This is an optimization exercise on Yosys and OpenROAD, whose aim is small area, a short achievable clock period and few clock cycles, not a production implementation.
Power is estimated from default activity; no workload was simulated.

==> umber: inputs <==
==> flow/design.v <==
`timescale 1ns / 1ns
module systol_new1(read_select, result, finish, start, read_data, clk, rst, we, ws);
input start, clk, rst;
input [7:0] read_data;
output [13:0] read_select;
output [7:0] result;
output finish;
output we;
output [13:0] ws;
localparam H  = 6;                
localparam D  = H + 2;            
localparam NS = 48 / H;           
localparam L  = 2 * D + 1;        
localparam [11:0] OFF_ROW0 = -12'd150;                        
localparam [11:0] OFF_ROW49 = 12'd50 * (D - 5) - 12'd1;       
localparam [11:0] OFF_SAME = -12'd201;                        
localparam [11:0] OFF_NEXT = 12'd50 * (D - 4) - 12'd2;        
localparam [11:0] OFF_XS = -12'd52;                           
localparam [11:0] OFF_SAME49 = -12'd201 + 12'd50 - 12'd50 * H;  
reg busy;
reg [2:0] k;                      
reg [5:0] c;                      
reg [3:0] s;                      
reg [11:0] ra;                    
reg [7:0] sr [0:L-1];
reg [9:0] h0, h1;
reg [11:0] u;
reg [7:0] result_r;
reg [11:0] ws_r;
reg we_r, finish_r;
wire last_k = (k == D - 1);
wire last_s = (s == NS - 1);
wire fin    = busy && (k == 3'd2) && (c == 6'd51);
reg busy_nx;
reg [2:0] k_nx;
reg [5:0] c_nx;
reg [3:0] s_nx;
reg [11:0] ra_nx;
always @*
begin
	busy_nx = 0;
	k_nx = 0;
	c_nx = 0;
	s_nx = 0;
	ra_nx = 0;
	if (busy && !fin)
	begin
		busy_nx = 1;
		s_nx = s;
		if (last_k)
		begin
			if ((c == 6'd49) && !last_s)
			begin
				s_nx = s + 1'b1;
				ra_nx = ra - 12'd99;
			end
			else
			begin
				c_nx = c + 1'b1;
				ra_nx = ra - 12'd50 * (D - 1) + 12'd1;
			end
		end
		else
		begin
			k_nx = k + 1'b1;
			c_nx = c;
			ra_nx = ra + 12'd50;
		end
	end
	else if (!busy && start)
	begin
		busy_nx = 1;
		k_nx = 1;
		ra_nx = 12'd50;
	end
end
always @(posedge clk)
begin
	if (rst)
	begin
		busy <= 0;
		k <= 0;
		c <= 0;
		s <= 0;
		ra <= 0;
	end
	else
	begin
		busy <= busy_nx;
		k <= k_nx;
		c <= c_nx;
		s <= s_nx;
		ra <= ra_nx;
	end
end
wire same_col = (k_nx >= 3'd5);
wire nc0 = (c_nx == 6'd0);
wire nc1 = (c_nx == 6'd1);
wire ns0 = (s_nx == 4'd0);
wire cx0  = same_col ? nc0 : nc1;
wire cx1  = same_col ? nc1 : (c_nx == 6'd2);
wire cx50 = same_col ? (c_nx == 6'd50) : (c_nx == 6'd51);
wire slot_a = (k_nx == 3'd3);
wire slot_b = (k_nx == 3'd4);
wire wr_a = slot_a && ns0 && (c_nx <= 6'd49);
wire wr_b = slot_b && (s_nx == NS - 1) && !nc0 && (c_nx <= 6'd50);
wire wr_i = !slot_a && !slot_b && (same_col ? !(nc0 && ns0) : !(ns0 && (nc0 || nc1)));
reg wen_q, fin_q;
reg [1:0] rsel_q;                 
reg [2:0] osel_q;
always @(posedge clk)
begin
	if (rst)
	begin
		wen_q <= 0;
		fin_q <= 0;
	end
	else
	begin
		wen_q <= busy_nx && (wr_a || wr_b || wr_i);
		fin_q <= busy_nx && (k_nx == 3'd2) && (c_nx == 6'd51);
	end
	rsel_q <= slot_a ? 2'd1 : slot_b ? 2'd2 : (cx0 | cx1 | cx50) ? 2'd3 : 2'd0;
	osel_q <= slot_a ? 3'd0 : slot_b ? 3'd1 :
	          same_col ? (cx0 ? 3'd2 : 3'd3) :
	          nc0 ? 3'd4 : cx0 ? 3'd4 : 3'd5;
end
reg [11:0] off;
always @*
	case (osel_q)
	3'd0: off = OFF_ROW0;
	3'd1: off = OFF_ROW49;
	3'd2: off = OFF_SAME49;
	3'd3: off = OFF_SAME;
	3'd4: off = OFF_XS;
	default: off = OFF_NEXT;
	endcase
integer i;
always @(posedge clk)
begin
	sr[0] <= read_data;
	for (i = 1; i < L; i = i + 1)
		sr[i] <= sr[i-1];
	h0 <= {2'd0, sr[0]} + {1'b0, sr[D], 1'b0} + {2'd0, sr[2*D]};
	h1 <= h0;
	u <= {2'b0, h1} + {1'b0, h0, 1'b0};
end
wire [11:0] vsum = u + {2'd0, h0};
always @(posedge clk)
begin
	if (rst)
	begin
		we_r <= 0;
		finish_r <= 0;
	end
	else
	begin
		we_r <= wen_q;
		finish_r <= fin_q;
	end
	ws_r <= ra + off;
	case (rsel_q)
	2'd0: result_r <= vsum[11:4];
	2'd1: result_r <= sr[1];
	2'd2: result_r <= sr[3];
	default: result_r <= sr[D+2];
	endcase
end
assign read_select = {2'b00, ra};
assign result = result_r;
assign ws = {2'b00, ws_r};
assign we = we_r;
assign finish = finish_r;
endmodule
==> flow/run.sh <==
#!/bin/bash
# synth_recipe.tcl (not shown) runs the flow's synth.tcl, then flattens the netlist and writes it again
# the make line also repeats each setting of config.mk as NAME=value (left out here)
make -C /OpenROAD-flow-scripts/flow DESIGN_CONFIG=/design/flow/config.mk WORK_HOME=/design/flow/orfs CLKGATE_MAP_FILE= SYNTH_SCRIPT=/design/flow/synth_recipe.tcl finish
==> flow/config.mk <==
export PLATFORM = sky130hd
export DESIGN_NAME = systol_new1
export DESIGN_NICKNAME = systol_new1
export VERILOG_FILES = /design/flow/design.v
export SDC_FILE = /design/flow/constraint.sdc
export NUM_CORES = 4
export LEC_CHECK = 0
export CAP_MARGIN = 20
export CORE_MARGIN = 2
export CORE_UTILIZATION = 40
export CTS_BUF_LIST = sky130_fd_sc_hd__clkbuf_8
export CTS_CLUSTER_DIAMETER = 300
export CTS_CLUSTER_SIZE = 18
export SETUP_SLACK_MARGIN = 4.4
export SLEW_MARGIN = 20
==> flow/constraint.sdc <==
create_clock -name core_clock -period 7.0 [get_ports {clk}]
set_input_delay 1.4000 -clock core_clock [delete_from_list [all_inputs] [get_ports {clk}]]
set_output_delay 1.4000 -clock core_clock [all_outputs]
set_load 0.01 [all_outputs]
==> juniper: changes against umber <==
CTS_BUF_LIST = sky130_fd_sc_hd__clkbuf_4 sky130_fd_sc_hd__clkbuf_8   (was sky130_fd_sc_hd__clkbuf_8)
CTS_CLUSTER_DIAMETER = default   (was 300)
CTS_CLUSTER_SIZE = default   (was 18)
SETUP_SLACK_MARGIN = 4.7   (was 4.4)
==> comparison table <==
quantity                                                                umber               juniper
Number of iterations in the first detailed-routing pass                     5                     4
Non-Filler Instances                                                     1012                  1085
Minimum setup slack among reg-to-reg paths                            4.47 ns               4.58 ns
Clock period minus final worst setup slack                            2.54 ns               2.42 ns
Number of global-route vias before repair                                4718                  5277
Post-placement cell area                                           8500 sq um            8520 sq um
Clock Latency Late Sink                                               0.49 ns               0.52 ns
R2R cell count                                                             12                    10
Met1 layer usage reported by global route                               18.9%                 19.2%
Area of combinational cells with multiple inputs                   3210 sq um            3480 sq um
Normalized max-slew margin                                              47.4%                 44.6%
Kind of critical path                                              reg -> out            reg -> reg
Switching share of power                                                28.6%                 27.7%
Routed vias/inst                                                         4.82                  4.78
Status                                               timing/DRC/antenna clean  timing/DRC/antenna clean
Clock-net power                                                      0.598 mW               1.14 mW
Bufs w/o clock                                                             65                    95
Critical Path Start                                          ra[9]$_SDFF_PP0_  osel_q[2]$_SDFF_PN0_
Buffers and inverters on the worst path                                     1                     0
Final Core Density                                                      46.5%                 52.1%
Data arrival, critical path                                           1.14 ns               2.86 ns
Worst r2r src                                            osel_q[0]$_SDFF_PN0_  osel_q[2]$_SDFF_PN0_
CP Depth                                                                    1                    10
Hold wc startpoint                                          sr[13][5]$_DFF_P_     sr[11][3]$_DFF_P_
Drt initial violations                                                    287                   233
No run of this note included a check of the RTL's function; only the layout flow was run.

what the ideal ports hide:
The results above use ideal ports. As a check the final layouts listed here were re-extracted and re-timed, cells and wires unchanged.
Step 1 assumes that a clkbuf_16 drives the clock port and a buf_2 every other input.
Step 2 also shifts input and output timing later by t, the mid clock arrival at the registers, as if the neighbouring blocks saw the same clock.
Three values: ideal, step 1, step 2; two values: the first two.
| run | t, ns | setup slack, ns | worst setup path after step 2 |
|---|---|---|---|
| umber | 0.522 | 4.458 / 4.420 / 4.003 | input to register |
| juniper | 0.544 | 4.581 / 4.571 / 4.356 | input to register |
After both steps setup and hold are still met in every run listed. The setup slack of umber, which loses most, moves by -0.038 ns with the drivers and by -0.455 ns with both steps.
